From an optimization exercise on the open Yosys and OpenROAD flow, aimed at small area; shortcuts taken in it are not production practice.
The RTL was checked by simulation tests, not by an equivalence proof against the original design.
Power and IR drop assume default switching activity.

File: config.mk
export PLATFORM = sky130hd
export DESIGN_NAME = rtlfa32_4
export DESIGN_NICKNAME = rtlfa32_4
export VERILOG_FILES = /design/flow/design.v
export SDC_FILE = /design/flow/constraint.sdc
export NUM_CORES = 4
export LEC_CHECK = 0
export CAP_MARGIN = 20
export CORE_MARGIN = 2
export CORE_UTILIZATION = 40
export SLEW_MARGIN = 20
File: constraint.sdc
create_clock -name core_clock -period 2.0 [get_ports {clk}]
set_input_delay 0.4000 -clock core_clock [delete_from_list [all_inputs] [get_ports {clk}]]
set_output_delay 0.4000 -clock core_clock [all_outputs]
set_load 0.01 [all_outputs]
File: design.v
	module rtlfa32_4(s, cout, a, b, cin, clk);
		input [31:0] a,b;
		input cin, clk;
		output reg cout;
		output [31:0] s;
		reg [5:0] a1, a2, b1, b2, a22, b22, s1, s11, s111, s1111, s11111, s111111, s2, s22, s222, s2222, s22222, s1111111, s222222;
		reg [3:0] a3, a4, b3, b4, a33, a44, a333, a444, a4444, b333, b33, b44, b444, b4444;
		reg [3:0] s3, s33, s333, s3333, s4, s44, s4444, s33333, s444;
		reg c1, c2, c3, c4, c5, c6, ci;
		reg[3:0] a5,a55,a555,a5555,a55555,b5,b55,b555,b5555,b55555,s5,s55,s555;
		reg[3:0] a6,a66,a666,a6666,a66666,a666666,b6,b66,b666,b6666,b66666,b666666,s6,s66;
		reg[3:0] a7,a77,a777,a7777,a77777,a777777,a7777777,b7,b77,b777,b7777,b77777,b777777,b7777777,s7;
		always @ (posedge clk)
		        begin
		                a1<={a[5:0]};
		                a2<={a[11:6]};
		                a3<={a[15:12]};
		                a4<={a[19:16]};
		                a5<={a[23:20]};
				a6<={a[27:24]};
				a7<={a[31:28]};
		                b1<={b[5:0]};
		                b2<={b[11:6]};
		                b3<={b[15:12]};
		                b4<={b[19:16]};
		                b5<={b[23:20]};
				b6<={b[27:24]};
				b7<={b[31:28]};
		                ci<=cin;
		        end
		always @ (posedge clk)
		        begin
		          {c1,s1}<=a1+b1+ci;
		          a22<=a2;
			  b22<=b2;
		          a33<=a3;
		          a44<=a4;
		          b33<=b3;
		          b44<=b4;
		          a55<=a5;
		          b55<=b5;
			  a66<=a6;
		          b66<=b6;
			  a77<=a7;
			  b77<=b7;
		        end
		always @ (posedge clk)
		        begin
		          s11<=s1;
		          {c2,s2}<=a22+b22+c1;
		          a333<=a33;
		          a444<=a44;
		          b333<=b33;
		          b444<=b44;
		          a555<=a55;
		          b555<=b55;
			  a666<=a66;
		          b666<=b66;
			  a777<=a77;
			  b777<=b77;
		        end
		always @ (posedge clk)
		        begin
		          s111<=s11;
		          s22<=s2;
			{c3,s3}<=a333+b333+c2;
		          a4444<=a444;
		          b4444<=b444;
		          a5555<=a555;
		          b5555<=b555;
			  a6666<=a666;
		          b6666<=b666;
			  a7777<=a777;
			  b7777<=b777;
		        end
		always @ (posedge clk)
		        begin
		          s1111<=s111;
		          s222<=s22;
		          s33<=s3;
		          {c4,s4}<=a4444+b4444+c3;
		          a55555<=a5555;
		          b55555<=b5555;
			  a66666<=a6666;
		          b66666<=b6666;
			  a77777<=a7777;
			  b77777<=b7777;
		        end
		     always @ (posedge clk)
		        begin
		          s11111<=s1111;
		          s2222<=s222;
		          s333<=s33;
		          s44<=s4;
		          {c5,s5}<=a55555+b55555+c4;
			  a666666<=a66666;
		          b666666<=b66666;
			  a777777<=a77777;
			  b777777<=b77777;
		        end
			 always @ (posedge clk)
					begin
					  s111111<=s11111;
					  s22222<=s2222;
		          		s3333<=s333;
		         		 s444<=s44;
					s55<=s5;
				{c6,s6}<=a666666+b666666+c5;
				a7777777<=a777777;
				b7777777<=b777777;
					end
			always @ (posedge clk)
					begin
					  s1111111<=s111111;
					  s222222<=s22222;
		          		s33333<=s3333;
		         		 s4444<=s444;
					s555<=s55;
					s66<=s6;
				{cout,s7}<=a7777777+b7777777+c6;
					end
			assign s={{s7[3:0]},{s66[3:0]},{s555[3:0]},{s4444[3:0]},{s33333[3:0]},{s222222[5:0]},{s1111111[5:0]}};
	endmodule
File: run.sh
#!/bin/bash
# synth_recipe.tcl (not shown) runs the flow's synth.tcl, then flattens the netlist and writes it again
# the make line also repeats each setting of config.mk as NAME=value (left out here)
make -C /OpenROAD-flow-scripts/flow DESIGN_CONFIG=/design/flow/config.mk WORK_HOME=/design/flow/orfs CLKGATE_MAP_FILE= SYNTH_SCRIPT=/design/flow/synth_recipe.tcl finish
==> summary.txt <==
first-pass GRT wire length=17.0 mm; cts hold-fix bufs=0; n_diodes=0; layout cells sized above 1=0.0835; initial drt markers=72; detailed-route DRC error count=0; pwr/cell area=1420 nW/µm²; Worst slew margin=0.806; Buffers on Ports=98; total gr overflow=0; Initial DRT Pass Iterations=4; Final Setup Violations=0; CP Class=register to register; Synth Area per Inst=16.7 µm²; crit path buf inv count=2; Synth Register Bits=382; Clock Skew=0.0151 ns; post-layout min period=1.81 ns; TritonCTS Buffers=37; Fmax achieved=551 MHz; clock sinks=382; Syn Nets=637; DR WL/cell=10.2 µm; CP Cell Sequence=inv_1, fa_1, inv_1, fa_1, a211oi_1, nor2_1, o21ai_0, nand2b_1; outcome=timing/DRC/antenna clean; WP data arrival=2.20 ns; Worst setup EP type=register; layout net count=774; Slew @ Worst Pin=0.289 ns; number of antenna violations at the first check in global routing=0; CTS Buffer Depth=3; Peak VDD IR=0.713 mV; final worst-path cycle share=0.907; Pleak=0.00489 µW; Post-DP HPWL=6.11 mm; fillcell total=1,766; Seq/Total Area, Yosys=0.862; setup bufs post-CTS=0; Yosys warning count=1; max-cap viol count=0; synthesis-to-finish area growth=28.8%; clock slew at reported path FFs=0.06 ns; clock latency (worst-skew pair)=0.50 ns; Core Area=21,800 µm²; Design Power=16,200 µW; H-tree levels=2; clock root buffer=clkbuf_16; Routed WL=9.95 mm; Largest stage delay, worst path=0.42 ns; crit-path leading delay family=adder cells; post-route ant nets=0; post-synth cell types=19; largest net degree at the start of global routing=15; vias per inst=3.86; storage element area=7650 µm²; final hold slack=0.309 ns; via count=3,764; Starting Density=0.406; CTS tree=done; hold crit path type=register to register; RSZ-0062 raised after global routing=false; Die ar.=23,400 µm²; Mapped Cells=532; vias in the first global route=3,915; cell area after synthesis=8870 µm²; endpoints failing hold=0; Critical Path Slowest Stage Cell=fa_1; Final Max Tran Viols=0; Post-Route Setup TNS=0 ns; PostCTS Resize Cnt=0; RePlAce Congestion=0.733; number of placed I/O pins=99; Die Wd=153 µm; CP Launch Type=register; Worst EP required=2.39 ns; multi-input logic area=1080 µm²; Rows=54; critical-path maximum fanout=3; Tot GR Track Use=0.0898; die height=153 µm
worst paths after layout:
kind         startpoint       end  slack, ns  cells past startpoint
max              a22[0]        c2       0.19                      8
min             a777[2]  a7777[2]       0.31                      0
max reg2reg      a22[0]        c2       0.19                      8
min reg2reg     a777[2]  a7777[2]       0.31                      0
cells in the mapped netlist:
library cell	instances	area share
o31a_1	2	0.0020
inv_1	38	0.016
xor2_1	1	0.00099
o21bai_1	1	0.00085
nor4b_2	1	0.0017
a211o_1	1	0.00099
ha_1	25	0.035
nand2b_1	7	0.0049
o21ai_0	12	0.0068
nor2_1	5	0.0021
a211oi_1	3	0.0025
nor2b_1	8	0.0056
o21a_1	2	0.0017
a21oi_1	9	0.0051
xnor2_1	13	0.013
dfxtp_1	382	0.86
a21o_1	7	0.0059
a22oi_1	1	0.00085
fa_1	14	0.032
kinds of logic (layout without fill, tap and decap cells):
| family | count (synthesis) | after routing | share of synthesized area |
|---|---|---|---|
| flip-flops | 382 | 382 | 0.862 |
| adder cells (fa/ha/maj) | 39 | 39 | 0.0669 |
| AND/OR/NAND/NOR | 21 | 21 | 0.0144 |
| buffers and inverters | 38 | 201 | 0.0161 |
| XOR/XNOR | 14 | 14 | 0.0138 |
| AO/OA/AOI/OAI | 38 | 38 | 0.0267 |
placed cells by master (no fill, tap or decap), types with 4 or more instances in the layout:
master / instances
xnor2_1: 13
fa_1: 14
clkbuf_16: 39
clkbuf_8: 8
dfxtp_1: 382
nor2b_1: 8
clkbuf_1: 8
clkdlybuf4s50_1: 98
a21oi_1: 9
a21o_1: 7
nor2_1: 5
o21ai_0: 12
ha_1: 25
clkinv_2: 4
nand2b_1: 7
inv_1: 38
per-layer routing:
metal  routed length (µm)  track usage
met4                  377       0.0529
met3                  692       0.0340
met1                 4240       0.0999
met2                 4650        0.147
met5                    0            0
through the flow:
stage	std cells	setup slack [ns]	area [µm²]	util
4_1_cts	975	0.166	11400	0.524
5_1_grt	975	0.0430	11400	0.524
3_5_place_dp	910	0.227	10200	0.467
6_report	975	0.186	11400	0.524
2_1_floorplan	532	0.398	8870	-
3_3_place_gp	910	0.314	10200	0.467
power by group:
group	switching, µW	total (µW)	internal, µW	leakage [µW]
Sequential	201	8670	8470	0.00322
Clock	2610	6730	4120	0.000596
Combinational	305	807	502	0.00107
worst reg2reg max path, stage by stage, from the launching register on:
cell and delay [ns]:
dfxtp_1 0.30, inv_1 0.07, fa_1 0.19, inv_1 0.06, fa_1 0.42, a211oi_1 0.33
nor2_1 0.11, o21ai_0 0.17, nand2b_1 0.06
final cells by class:
| cell class | instances | share of cell area |
|---|---|---|
| clock inverter | 10 | 0.00974 |
| timing repair buffer | 98 | 0.0858 |
| multi-input combinational | 112 | 0.0945 |
| sequential | 382 | 0.669 |
| clock buffer | 55 | 0.0977 |
| inverter | 38 | 0.0125 |
| tap | 280 | 0.0307 |

[static timing again, ports no longer ideal]
The results above use ideal ports. As a check the final layout listed here was re-extracted and re-timed, cells and wires unchanged. Step 1 (the two cells are an assumption about what drives the block):
set clk [get_ports {clk}]
set_driving_cell -lib_cell sky130_fd_sc_hd__clkbuf_16 $clk
set_driving_cell -lib_cell sky130_fd_sc_hd__buf_2 [delete_from_list [all_inputs] $clk]
Step 2, shift: input delay + t, output delay - t, t = (earliest + latest rising clock arrival at the registers) / 2. This alone moves slack from input paths to output paths. Three values: no drivers, after step 1, after step 2; two values: the first two.
t (ns): 0.535
setup WS [ns]: 0.186 / 0.160 / 0.186
hold slack, ns: 0.309 / 0.309 / 0.309
slew at the worst register clock pin (ns): 0.06 / 0.06
After both steps setup and hold are still met in this run. For this run, drivers alone change the setup slack by -0.026 ns; drivers and shift together by 0.000 ns.
